From an optimization exercise on the open Yosys and OpenROAD flow, aimed at small area and a short achievable clock period; shortcuts taken in it are not production practice.
No functional check of the RTL was part of any run shown here.

==> flow/design.v (outline; a module is shown in full before it is edited, if it fits) <==
// module IIR: 1335 lines
// module IIR_fa: 4 lines
// module IIR_ha: 4 lines
module IIR
          (clk,
           reset,
           clk_enable,
           In1,
           ce_out,
           Out1);
  // ...
==> flow/run.sh <==
#!/bin/bash
# synth_recipe.tcl (not shown) runs the flow's synth.tcl, then flattens the netlist and writes it again
# the make line also repeats each setting of config.mk as NAME=value (left out here)
make -C /OpenROAD-flow-scripts/flow DESIGN_CONFIG=/design/flow/config.mk WORK_HOME=/design/flow/orfs CLKGATE_MAP_FILE= SYNTH_SCRIPT=/design/flow/synth_recipe.tcl finish
==> flow/config.mk <==
export PLATFORM = sky130hd
export DESIGN_NAME = IIR
export DESIGN_NICKNAME = IIR
export VERILOG_FILES = /design/flow/design.v
export SDC_FILE = /design/flow/constraint.sdc
export NUM_CORES = 4
export LEC_CHECK = 0
export CAP_MARGIN = 20
export CORE_MARGIN = 2
export CORE_UTILIZATION = 40
export SLEW_MARGIN = 20
export SYNTH_HIERARCHICAL = 1
export SYNTH_MINIMUM_KEEP_SIZE = 0
==> flow/constraint.sdc <==
create_clock -name core_clock -period 10.0 [get_ports {clk}]
set_input_delay 2.0000 -clock core_clock [delete_from_list [all_inputs] [get_ports {clk}]]
set_output_delay 2.0000 -clock core_clock [all_outputs]
set_load 0.01 [all_outputs]
==> impl_metrics.env, run 1 <==
export IMPL_fp_row_count=61
export IMPL_cts_hold_buf=0
export IMPL_outcome="finished clean"
export IMPL_syn2layout_area_growth_pct=9.628
export IMPL_place_gp_congestion=0.7952
export IMPL_dr_pass1_iters=4
export IMPL_cp_arrival_ns=6.32
export IMPL_cts_root_buf="clkbuf_16"
export IMPL_worst_slack_ns=3.865
export IMPL_topRoutingLayerUsed="met4"
export IMPL_cts_buffers=9
export IMPL_synth_ff_latch_count=83
export IMPL_yosys_cell_types_count=62
export IMPL_worstSetupPathType="reg2reg"
export IMPL_max_freq_ghz=0.1630
export IMPL_portBuffers=30
export IMPL_synth_top_family_by_area="adder cells"
export IMPL_ys_top_cells_by_count="fa_1, ha_1, inv_1"
export IMPL_end_kind="register"
export IMPL_drv_slew=0
export IMPL_grt_met3_usage_pct=2.255
export IMPL_fillers=2660
export IMPL_fp_dieArea_um2=29490
export IMPL_timing_rr_end="o[15]$_DFFE_PP0P_"
export IMPL_hold_path_class="reg2reg"
export IMPL_n_clock_buffer=11
export IMPL_setup_viol=0
export IMPL_seq_area_um2=2077
export IMPL_multiInputGateArea_um2=8660
export IMPL_finalCritPeriodShare_pct=61.35
export IMPL_finalClockSkew_ns=0.009658
export IMPL_finalHoldViolCount=0
export IMPL_dp_slack_ns=3.800
export IMPL_cap_violations=0
export IMPL_grt_pass1_vias=7860
export IMPL_dr_wl_met3_um=729
export IMPL_syn_inst=978
==> inputs of run 2 (changes only) <==
--- a/flow/config.mk
+++ b/flow/config.mk
@@ -8,6 +8,7 @@
 export CAP_MARGIN = 20
 export CORE_MARGIN = 2
 export CORE_UTILIZATION = 40
+export SETUP_SLACK_MARGIN = 5
 export SLEW_MARGIN = 20
 export SYNTH_HIERARCHICAL = 1
 export SYNTH_MINIMUM_KEEP_SIZE = 0
==> impl_metrics.env, run 2 <==
export IMPL_synth_area_leaders="fa_1, dfrtp_1, ha_1"
export IMPL_cts_buffers=9
export IMPL_grt_max_degree=68
export IMPL_hold_path_class="reg2reg"
export IMPL_ys_top_cells_by_count="fa_1, ha_1, inv_1"
export IMPL_worst_pin_slew_ns=0.7769
export IMPL_finalCritPeriodShare_pct=50.02
export IMPL_fp_dieArea_um2=29490
export IMPL_post_route_util_pct=48.23
export IMPL_finalHoldViolCount=0
export IMPL_synth_top_area_share_pct=33.80
export IMPL_grt_pass1_vias=8210
export IMPL_timing_setup_tns_ns=0
export IMPL_antennaDiodeCount=0
export IMPL_cp_arrival_ns=5.23
export IMPL_top_register="t"
export IMPL_cts_tree="built"
export IMPL_final_cell_mix="fa_1, ha_1, inv_1"
export IMPL_synth_xor_area_share_pct=5.214
export IMPL_syn_area_per_cell_um2=11.51
export IMPL_async_reset_ff_share_pct=100.0
export IMPL_yosys_cell_types_count=62
export IMPL_synth_compound_area_share_pct=8.961
export IMPL_overflow=0
export IMPL_synth_top_family_by_area="adder cells"
export IMPL_syn_inst=978
export IMPL_grt_setup_unrepaired="yes"
export IMPL_finalClockSkew_ns=0.01449
export IMPL_cp_max_fo=6
export IMPL_seq_area_um2=2123
export IMPL_die_w_um=171.7
export IMPL_grt_use_total_pct=19.13
export IMPL_crit_chain="buf_12, fa_2, fa_2, fa_1, fa_2, fa_1, ha_4, nand4_1, or4b_4, nor3_4, nor3_4, buf_4, a21oi_4, xnor2_2, xnor2_1, a21oi_1"
export IMPL_portBuffers=30
export IMPL_synth_ff_latch_count=83
export IMPL_ys_seq_area_share_pct=18.45
export IMPL_drc=0
export IMPL_cts_root_buf="clkbuf_16"
export IMPL_syn_area_um2=11250
export IMPL_yosysTopAreaCell="fa_1"
export IMPL_multiInputGateArea_um2=8880
export IMPL_clockBufferDepth=2
export IMPL_worstHoldStart="r[13]$_DFFE_PP0P_"
export IMPL_max_freq_ghz=0.1999
export IMPL_setup_viol=0
export IMPL_routed_wl_mm=25.81
export IMPL_yosysMostFrequentCell="fa_1"
export IMPL_chipHeight_um=171.7
export IMPL_initial_utilization_pct=40.51
export IMPL_drv_slew=0
export IMPL_fp_row_count=61
export IMPL_synthSimpleGateAreaFrac_pct=5.970
export IMPL_startpoint_type="register"
export IMPL_clock_latency_ns=0.35
export IMPL_vias=7559
export IMPL_cp_top_family="adder cells"
export IMPL_cts_sinks=83
export IMPL_muxShareOfSynthArea_pct=4.880
export IMPL_path_common_cell="fa_2"
export IMPL_crit_path_start="s[14]$_DFFE_PP0P_"
export IMPL_path_buf_inv=2
export IMPL_synthAdderAreaFrac_pct=51.58
export IMPL_outcome="finished clean"
export IMPL_end_kind="register"
export IMPL_antenna_found_initial=0
export IMPL_vias_per_cell=5.090
export IMPL_largest_reg_flops=17
export IMPL_cp_slowest_cell="dfrtp_4"
export IMPL_hpwlAfterDp_mm=17.99
export IMPL_nets=1471
export IMPL_relSlewSlack_pct=48.21
export IMPL_rr_startpoint="s[14]$_DFFE_PP0P_"
export IMPL_fillers=2566
export IMPL_clk_pin_slew_ns=0.07
export IMPL_drive_gt1_share_pct=20.87
export IMPL_slowest_delay_ns=0.57
export IMPL_syn2layout_area_growth_pct=19.04
export IMPL_ant_nets=0
export IMPL_cp_required_ns=10.23
export IMPL_synth_warnings=7
export IMPL_synth_edf_count=0
export IMPL_htree_levels=3
export IMPL_routedWlPerCell_um=17.38
export IMPL_final_common_cell="fa_1"
export IMPL_place_gp_congestion=0.7935
export IMPL_dr_pass1_iters=4
export IMPL_drtIter0Drc=340
export IMPL_ios=36
export IMPL_cts_hold_buf=0
export IMPL_synth_ff_type="dfrtp_1"
export IMPL_cap_violations=0
export IMPL_min_period_ns=5.002
export IMPL_core_region_area_um2=27780
export IMPL_grt_pass1_wl_mm=42.86
export IMPL_worstSetupPathType="reg2reg"
run 2: cell count changes in the layout (fill, tap and decap cells not counted), sizes merged:
cell	delta
clkinvlp	+15
inv	-13
clkinv	-2
bufinv	+1
buf	+79
clkbuf	-1
run 2: worst min-delay path, cell delays in order (launching register included):
cell	delay, ns
dfrtp_1	0.34
nand2_1	0.05
o21ai_0	0.05
run 2: through the flow:
stage | cell area, um2 | hold slack, ns | instances | setup WS, ns
6_report | 13400 | 0.4751 | 1485 | 4.998
2_1_floorplan | 11370 | 0.4460 | 986 | 4.988
3_3_place_gp | 12100 | 0.4566 | 1383 | 4.193
4_1_cts | 13180 | 0.4833 | 1473 | 5.011
3_5_place_dp | 12100 | 0.4681 | 1383 | 4.158
5_1_grt | 13400 | 0.5062 | 1485 | 4.844
run 2: modules after synthesis, one instance, submodules excluded:
module / flops+latches / copies in the design / cells / cell area, um2
IIR: 83 / 1 / 746 / 6948
IIR_ha: 0 / 45 / 1 / 12.51
IIR_fa: 0 / 187 / 1 / 20.02
run 2: cell families (layout without fill, tap and decap cells):
| family | Yosys count | count (layout) |
|---|---|---|
| mux | 50 | 50 |
| xor+xnor | 67 | 67 |
| simple gates | 132 | 132 |
| compound gates | 149 | 149 |
| flops | 83 | 83 |
| fa+ha+maj | 350 | 350 |
| buf+inv | 145 | 266 |
| other cells | 2 | 10 |
run 2: path summary, 6_finish.rpt:
check / to / slack [ns] / depth (start not counted)
min in group asynchronous: o[12]$_DFFE_PP0P_ / 1.90 / 2
hold reg to reg: vr[13]$_DFFE_PP0P_ / 0.48 / 2
setup reg to reg: o[15]$_DFFE_PP0P_ / 5.00 / 16
setup / recovery: o[15]$_DFFE_PP0P_ / 5.00 / 16
hold / removal: vr[13]$_DFFE_PP0P_ / 0.48 / 2
max in group asynchronous: r[5]$_DFFE_PP0P_ / 7.07 / 4
run 2: layout make-up:
type	instances	share of cell area, %
clock inverter	6	0.5323
tap	378	3.530
clock buffer	10	1.709
inverter	131	4.100
multi-input combinational	758	66.28
timing repair buffer	119	8.003
sequential	83	15.85
run 2: per-layer routing:
layer,global-route usage (%),routed length (um)
met1,25.05,11270
met4,4.750,554
met2,32.83,12970
met5,0,0
met3,3.520,1024
run 2: what timing repair did:
action,4_1_cts,5_1_grt
setup endpoints to repair,43,17
setup buffers,74,11
pin swaps,9,14
resized for setup,41,25

static timing again, ports no longer ideal:
The results above use ideal ports. As a check the final layouts listed here were re-extracted and re-timed, cells and wires unchanged.
Step 1: set_driving_cell puts a clkbuf_16 on clk and a buf_2 on each other input, an assumption about the parent block.
Step 2 adds t to the input delays and takes it off the output delays; t is the mean of the earliest and latest rising clock arrival at the registers after step 1. Input paths then give back, and output paths get back, about the clock's delay inside the block.
Three values: ideal ports, drivers, drivers and shift; two values: the first two.
| run | t, ns | setup slack, ns | clock arrival spread, ns | worst register clock-pin slew, ns | worst data-port slew with drivers (ns) |
|---|---|---|---|---|---|
| run 1 | 0.392 | 3.865 / 3.865 / 3.865 | 0.009 / 0.010 | 0.07 / 0.07 | 0.03 |
| run 2 | 0.386 | 4.998 / 4.998 / 4.998 | 0.014 / 0.014 | 0.07 / 0.07 | 0.05 |
After both steps setup and hold are still met in every run listed.
